From an optimization exercise on the open Yosys and OpenROAD flow, aimed at small area and a short achievable clock period; shortcuts taken in it are not production practice.
Where RTL was checked, it was by simulation tests only, not by an equivalence proof against the original.

// IDP_encoder_42
module IDP_encoder_42(
  input wire [28:0] datain,
  input wire clock,
  output reg [41:0] codeout
);
  wire t_a63245986_b1 = ~datain[1];
  wire t_a63245986_b2 = (~datain[2] & t_a63245986_b1);
  wire t_a63245986_b3 = (~datain[3] & t_a63245986_b2);
  wire t_a63245986_b4 = (~datain[4] & t_a63245986_b3);
  wire t_a63245986_b5 = (~datain[5] | t_a63245986_b4);
  wire t_a63245986_b6 = (~datain[6] & t_a63245986_b5);
  wire t_a63245986_b7 = (~datain[7] | t_a63245986_b6);
  wire t_a63245986_b8 = (~datain[8] & t_a63245986_b7);
  wire t_a63245986_b9 = (~datain[9] | t_a63245986_b8);
  wire t_a63245986_b10 = (~datain[10] | t_a63245986_b9);
  wire t_a63245986_b11 = (~datain[11] | t_a63245986_b10);
  wire t_a63245986_b12 = (~datain[12] & t_a63245986_b11);
  wire t_a63245986_b13 = (~datain[13] & t_a63245986_b12);
  wire t_a63245986_b14 = (~datain[14] & t_a63245986_b13);
  wire t_a63245986_b15 = (~datain[15] & t_a63245986_b14);
  wire t_a63245986_b16 = (~datain[16] | t_a63245986_b15);
  wire t_a63245986_b17 = (~datain[17] & t_a63245986_b16);
  ...
For scale: ~2300 cells after synthesis, about 42 flip-flops, roughly 72 I/O pins, roughly 13000 sq um of cells after synthesis.
export LEC_CHECK = 0
export ABC_AREA = 1
export CAP_MARGIN = 20
export CORE_MARGIN = 2
export CORE_UTILIZATION = 55
export CTS_CLUSTER_DIAMETER = 60
export CTS_CLUSTER_SIZE = 10
export SLEW_MARGIN = 20
create_clock -name core_clock -period 70.0 [get_ports {clock}]
standard.sh (not shown) runs the stock make flow with config.mk's settings and CLKGATE_MAP_FILE= SYNTH_SCRIPT=/design/flow/synth_recipe.tcl, a recipe that flattens the netlist after the stock synthesis.
==> flow/flow/run.sh <==
#!/bin/bash
# Own flow: the standard ORFS flow, with ORFS's area ABC script replaced by flow/abc_area.script.
set -euo pipefail
W=$(pwd)
rm -rf "$W/scripts_mod"
cp -r "$FLOW_HOME/scripts" "$W/scripts_mod"
cp "$W/flow/abc_area.script" "$W/scripts_mod/abc_area.script"
bash "$W/standard.sh" SCRIPTS_DIR="$W/scripts_mod" finish > "$W/orfs_make.log" 2>&1 || { tail -50 "$W/orfs_make.log"; exit 1; }
tail -5 "$W/orfs_make.log"
==> flow/flow/abc_area.script <==
strash
dc2
dch -f
map -D 16000
topo
buffer -c
upsize -c -D 16000
dnsize -c -D 16000
The first run finished clean.
Next try:
==> flow/flow/abc_area.script (replaced) <==
strash
dc2
dch -f
amap -m
topo
stime -c
Settings changed: CORE_UTILIZATION 55 to 40.
What happened: Non-clock buffer count goes up by 21; maximum frequency decreases by about 24%; die area went up by 12%; cell area decreases by 15%; cell count is lower by 4.5%; worst setup slack gets worse by 12 ns; routed wire length came out lower by about 5%; utilization came out lower by 14 points.
No functional check of the RTL was part of any run of this note.

* * *

IDP_encoder_42, a different RTL version from the one above (not shown whole).
Size: about 1800 cells after synthesis, about 42 flip-flops, roughly 72 I/O pins.
==> flow/config.mk <==
export PLATFORM = sky130hd
export DESIGN_NAME = IDP_encoder_42
export DESIGN_NICKNAME = IDP_encoder_42
export VERILOG_FILES = /design/flow/design.v
export SDC_FILE = /design/flow/constraint.sdc
export NUM_CORES = 4
export LEC_CHECK = 0
export ABC_AREA = 1
export CAP_MARGIN = 20
export CORE_MARGIN = 2
export CORE_UTILIZATION = 50
export CTS_CLUSTER_DIAMETER = 60
export CTS_CLUSTER_SIZE = 10
export SLEW_MARGIN = 20
==> flow/constraint.sdc <==
create_clock -name core_clock -period 70.0 [get_ports {clock}]
set_input_delay 14.0000 -clock core_clock [delete_from_list [all_inputs] [get_ports {clock}]]
set_output_delay 14.0000 -clock core_clock [all_outputs]
set_load 0.01 [all_outputs]
==> flow/flow/run.sh <==
#!/bin/bash
set -euo pipefail
W=$(pwd)
rm -rf "$W/scripts_mod"
cp -r "$FLOW_HOME/scripts" "$W/scripts_mod"
cp "$W/flow/abc_area.script" "$W/scripts_mod/abc_area.script"
EXTRA=()
if [[ -f "$W/flow/make_args" ]]; then read -r -a EXTRA < "$W/flow/make_args"; fi
bash "$W/standard.sh" SCRIPTS_DIR="$W/scripts_mod" "${EXTRA[@]}" finish > "$W/orfs_make.log" 2>&1 || { tail -50 "$W/orfs_make.log"; exit 1; }
tail -5 "$W/orfs_make.log"
==> flow/flow/abc_area.script <==
strash
dc2
dch -f
amap -m
topo
stime -c
==> flow/flow/make_args <==
SETUP_SLACK_MARGIN=32
The first run never finished: it broke off in global routing (5_1_grt), error GRT-0116.
Change:
--- a/flow/flow/run.sh
+++ b/flow/flow/run.sh
@@ -7,3 +7,3 @@
 EXTRA=()
-if [[ -f "$W/flow/make_args" ]]; then read -r -a EXTRA < "$W/flow/make_args"; fi
+if [[ -f "$W/flow/make_args" ]]; then mapfile -t EXTRA < "$W/flow/make_args"; fi
 bash "$W/standard.sh" SCRIPTS_DIR="$W/scripts_mod" "${EXTRA[@]}" finish > "$W/orfs_make.log" 2>&1 || { tail -50 "$W/orfs_make.log"; exit 1; }
==> flow/flow/abc_area.script (replaced) <==
strash
dc2
dch -f
map -D 20000
topo
buffer -c
upsize -c -D 20000
dnsize -c -D 20000
==> flow/flow/make_args (replaced) <==
BUFFER_PORTS_ARGS=-buffer_cell sky130_fd_sc_hd__buf_2
CORE_UTILIZATION = 45   (was 50)
After rerunning:
- The new run passed the timing, design-rule and antenna checks
- area after synthesis came out higher by about a fifth
- synthesized cell count rose slightly
No run of this note included a check of the RTL's function; only the layout flow was run.

* * *

== old ==
Another version of the RTL of IDP_encoder_42 (not shown whole).
Size: roughly 1,800 cells after synthesis, roughly 35 flip-flops, ~72 I/O pins.
clock: 70.0 ns
lec_check: 0
abc_area: 1
cap_margin: 20
core_margin: 2
core_utilization: 45
cts_buf_list: sky130_fd_sc_hd__clkbuf_8
cts_cluster_diameter: 150
cts_cluster_size: 40
place_density: 0.75
slew_margin: 20
==> flow/flow/run.sh <==
#!/bin/bash
set -euo pipefail
W=$(pwd)
rm -rf "$W/scripts_mod"
cp -r "$FLOW_HOME/scripts" "$W/scripts_mod"
cp "$W/flow/abc_area.script" "$W/scripts_mod/abc_area.script"
EXTRA=()
if [[ -f "$W/flow/make_args" ]]; then mapfile -t EXTRA < "$W/flow/make_args"; fi
bash "$W/standard.sh" SCRIPTS_DIR="$W/scripts_mod" "${EXTRA[@]}" finish > "$W/orfs_make.log" 2>&1 || { tail -50 "$W/orfs_make.log"; exit 1; }
tail -5 "$W/orfs_make.log"
==> flow/flow/abc_area.script <==
strash
dc2
dch -f
map -D 14000
strash
dch -f
map -D 14000
topo
buffer -c
upsize -c -D 14000
dnsize -c -D 14000
==> flow/flow/make_args <==
BUFFER_PORTS_ARGS=-buffer_cell sky130_fd_sc_hd__buf_1
--- input diff old..new ---
==> flow/flow/abc_area.script <==
strash
dc2
dch -f
map -D 12000
strash
dc2
dch -f
map -D 12000
strash
dch -f
map -D 12000
topo
buffer -c
upsize -c -D 12000
dnsize -c -D 12000
## What came out
new vs. old: global-route usage increased by 0.96 points relative to the old numbers; global routing usage on met1 was more or less identical. Compared with old, in new area growth from synthesis to layout now sits lower, cell area now sits at about the same level, final period utilization now sits lower, distinct cell type count after synthesis now sits higher.

* * *

## green
IDP_encoder_42 with an RTL version that a note above also has.
Size: ~2300 cells after synthesis, roughly 42 flip-flops, roughly 72 I/O pins, roughly 11000 sq um of cells after synthesis.
Settings: LEC_CHECK=0, ABC_AREA=1, CAP_MARGIN=20, CORE_MARGIN=2, CORE_UTILIZATION=55, CTS_CLUSTER_DIAMETER=60, CTS_CLUSTER_SIZE=10, SLEW_MARGIN=20; clock period 70.0 ns.
==> flow/flow/run.sh <==
#!/bin/bash
# Own flow: the standard ORFS flow, with ORFS's area ABC script replaced by flow/abc_area.script.
set -euo pipefail
W=$(pwd)
rm -rf "$W/scripts_mod"
cp -r "$FLOW_HOME/scripts" "$W/scripts_mod"
cp "$W/flow/abc_area.script" "$W/scripts_mod/abc_area.script"
bash "$W/standard.sh" SCRIPTS_DIR="$W/scripts_mod" finish > "$W/orfs_make.log" 2>&1 || { tail -50 "$W/orfs_make.log"; exit 1; }
tail -5 "$W/orfs_make.log"
==> flow/flow/abc_area.script <==
strash
dc2
dch -f
map -D 24000
topo
buffer -c
upsize -c -D 24000
dnsize -c -D 24000
### green -> orange
Settings: CORE_UTILIZATION changed from 55 to 40.
==> flow/run.sh (new file) <==
#!/bin/bash
# synth_recipe.tcl (not shown) runs the flow's synth.tcl, then flattens the netlist and writes it again
# the make line also repeats each setting of config.mk as NAME=value (left out here)
make -C /OpenROAD-flow-scripts/flow DESIGN_CONFIG=/design/flow/config.mk WORK_HOME=/design/flow/orfs CLKGATE_MAP_FILE= SYNTH_SCRIPT=/design/flow/synth_recipe.tcl finish
removed: flow/flow/run.sh
removed: flow/flow/abc_area.script
removed: flow/standard.sh
==> summary.txt <==
The normalized max-slew margin reported for orange is greater than that of green by 11 points.
orange vs green — ratio of cells with drive above 1 in the final layout rose 28 points.
Ratio of routed vias to standard cells in orange is 14% lower than in green
Changes observed in orange relative to green: number of buffers inserted by post-CTS setup repair closely matched the old numbers; post-detailed-route wirelength per cell decreased by 0.16 um relative to the old numbers.
Function was not checked in any run of this note: the RTL went through the layout flow alone.

* * *

RTL: one of the versions met above, not the one the previous note started from.
Size in the first run: ~1900 cells after synthesis, roughly 35 flip-flops, about 72 I/O pins, ~11000 um2 of cells after synthesis.
Settings: LEC_CHECK=0, ABC_AREA=1, CAP_MARGIN=20, CORE_MARGIN=2, CORE_UTILIZATION=45, CTS_BUF_LIST=sky130_fd_sc_hd__clkbuf_8, CTS_CLUSTER_DIAMETER=150, CTS_CLUSTER_SIZE=40, PLACE_DENSITY=0.75, SLEW_MARGIN=20; clock period 70.0 ns.
==> flow/flow/run.sh <==
#!/bin/bash
set -euo pipefail
W=$(pwd)
rm -rf "$W/scripts_mod"
cp -r "$FLOW_HOME/scripts" "$W/scripts_mod"
cp "$W/flow/abc_area.script" "$W/scripts_mod/abc_area.script"
EXTRA=()
if [[ -f "$W/flow/make_args" ]]; then mapfile -t EXTRA < "$W/flow/make_args"; fi
bash "$W/standard.sh" SCRIPTS_DIR="$W/scripts_mod" "${EXTRA[@]}" finish > "$W/orfs_make.log" 2>&1 || { tail -50 "$W/orfs_make.log"; exit 1; }
tail -5 "$W/orfs_make.log"
==> flow/flow/abc_area.script <==
strash
dc2
dch -f
map -D 10000
strash
dch -f
map -D 10000
topo
buffer -c
upsize -c -D 10000
dnsize -c -D 10000
Scripts as last shown in full above: flow/flow/make_args
Edit:
==> flow/flow/abc_area.script (replaced) <==
strash
dc2
dch -f
map -D 12000
strash
dch -f
map -D 12000
topo
buffer -c
upsize -c -D 12000
dnsize -c -D 12000
- CORE_UTILIZATION: 45 -> 65
- PLACE_DENSITY: 0.75 -> 0.8
What happened: The changed run produced a clean layout. Flip-flop and latch count is unchanged. Final cell count came out lower by 6.6%. Maximum frequency came out lower by 4.2%.
Edit:
==> flow/flow/abc_area.script (replaced) <==
strash
dc2
dch -f
map -D 12000
topo
buffer -c
upsize -c -D 12000
dnsize -c -D 12000
==> flow/flow/make_args (replaced) <==
BUFFER_PORTS_ARGS=-buffer_cell sky130_fd_sc_hd__buf_2
- CORE_UTILIZATION: 65 -> 45
- CTS_BUF_LIST: sky130_fd_sc_hd__clkbuf_8 -> default
- CTS_CLUSTER_DIAMETER: 150 -> 60
- CTS_CLUSTER_SIZE: 40 -> 10
- PLACE_DENSITY: 0.8 -> default
=> Hold slack improves by 0.014 ns. Utilization goes down by 21 points. Non-clock buffer count does not change. Cell count rises by a few percent. Routed wire length rises by a few percent. Via count decreases by a few percent. Design area increases by a few percent. Global-route usage shrinks by 9.7 points.
Edit:
- PLACE_DENSITY: default -> 0.75
The changed run finished with timing, DRC and antenna clean; non-clock buffer count is unchanged; synthesized area is unchanged; global-route usage shrinks by 0.99 points; cell count barely changes.

## separate check: timing with driven ports
In the flow no input, the clock included, has a driving cell. The finished layouts below were timed again as built, in two steps.
Step 1 sets driving cells, clkbuf_16 on the clock port and buf_2 on the other inputs (assumed; they add their load-dependent delay and slew).
Step 2 times the ports against the registers' clock, not the clock port: input delays grow and output delays shrink by t, the midpoint of the rising clock arrivals with the driver on.
Three values: no drivers, after step 1, after step 2; two values: the first two.
| run | t (ns) | setup WS [ns] | worst setup path after step 2 | worst slew at a driven data input, ns |
|---|---|---|---|---|
| the first run of note 1 | 0.350 | 31.692 / 31.713 / 31.363 | input to register | 0.04 |
| the second run of note 1 | 0.340 | 19.494 / 19.511 / 19.171 | input to register | 0.03 |
| the second run of note 2 | 0.348 | 28.936 / 28.959 / 28.610 | input to register | 0.03 |
| old | 0.336 | 38.923 / 38.935 / 38.599 | input to register | 0.03 |
| new | 0.333 | 40.484 / 40.456 / 40.162 | input to register | 0.03 |
| green | 0.335 | 25.983 / 25.984 / 25.650 | input to register | 0.04 |
| orange | 0.387 | 37.437 / 37.462 / 37.075 | input to register | 0.03 |
| the first run of note 5 | 0.325 | 41.662 / 41.626 / 41.951 | register to output | 0.03 |
| the second run of note 5 | 0.330 | 40.415 / 40.380 / 40.137 | input to register | 0.04 |
| the third run of note 5 | 0.314 | 39.546 / 39.565 / 39.252 | input to register | 0.03 |
| the fourth run of note 5 | 0.314 | 39.856 / 39.874 / 39.560 | input to register | 0.03 |
After both steps setup and hold are still met in every run listed. For orange, which loses most, drivers alone change the setup slack by +0.025 ns; drivers and shift together by -0.362 ns.
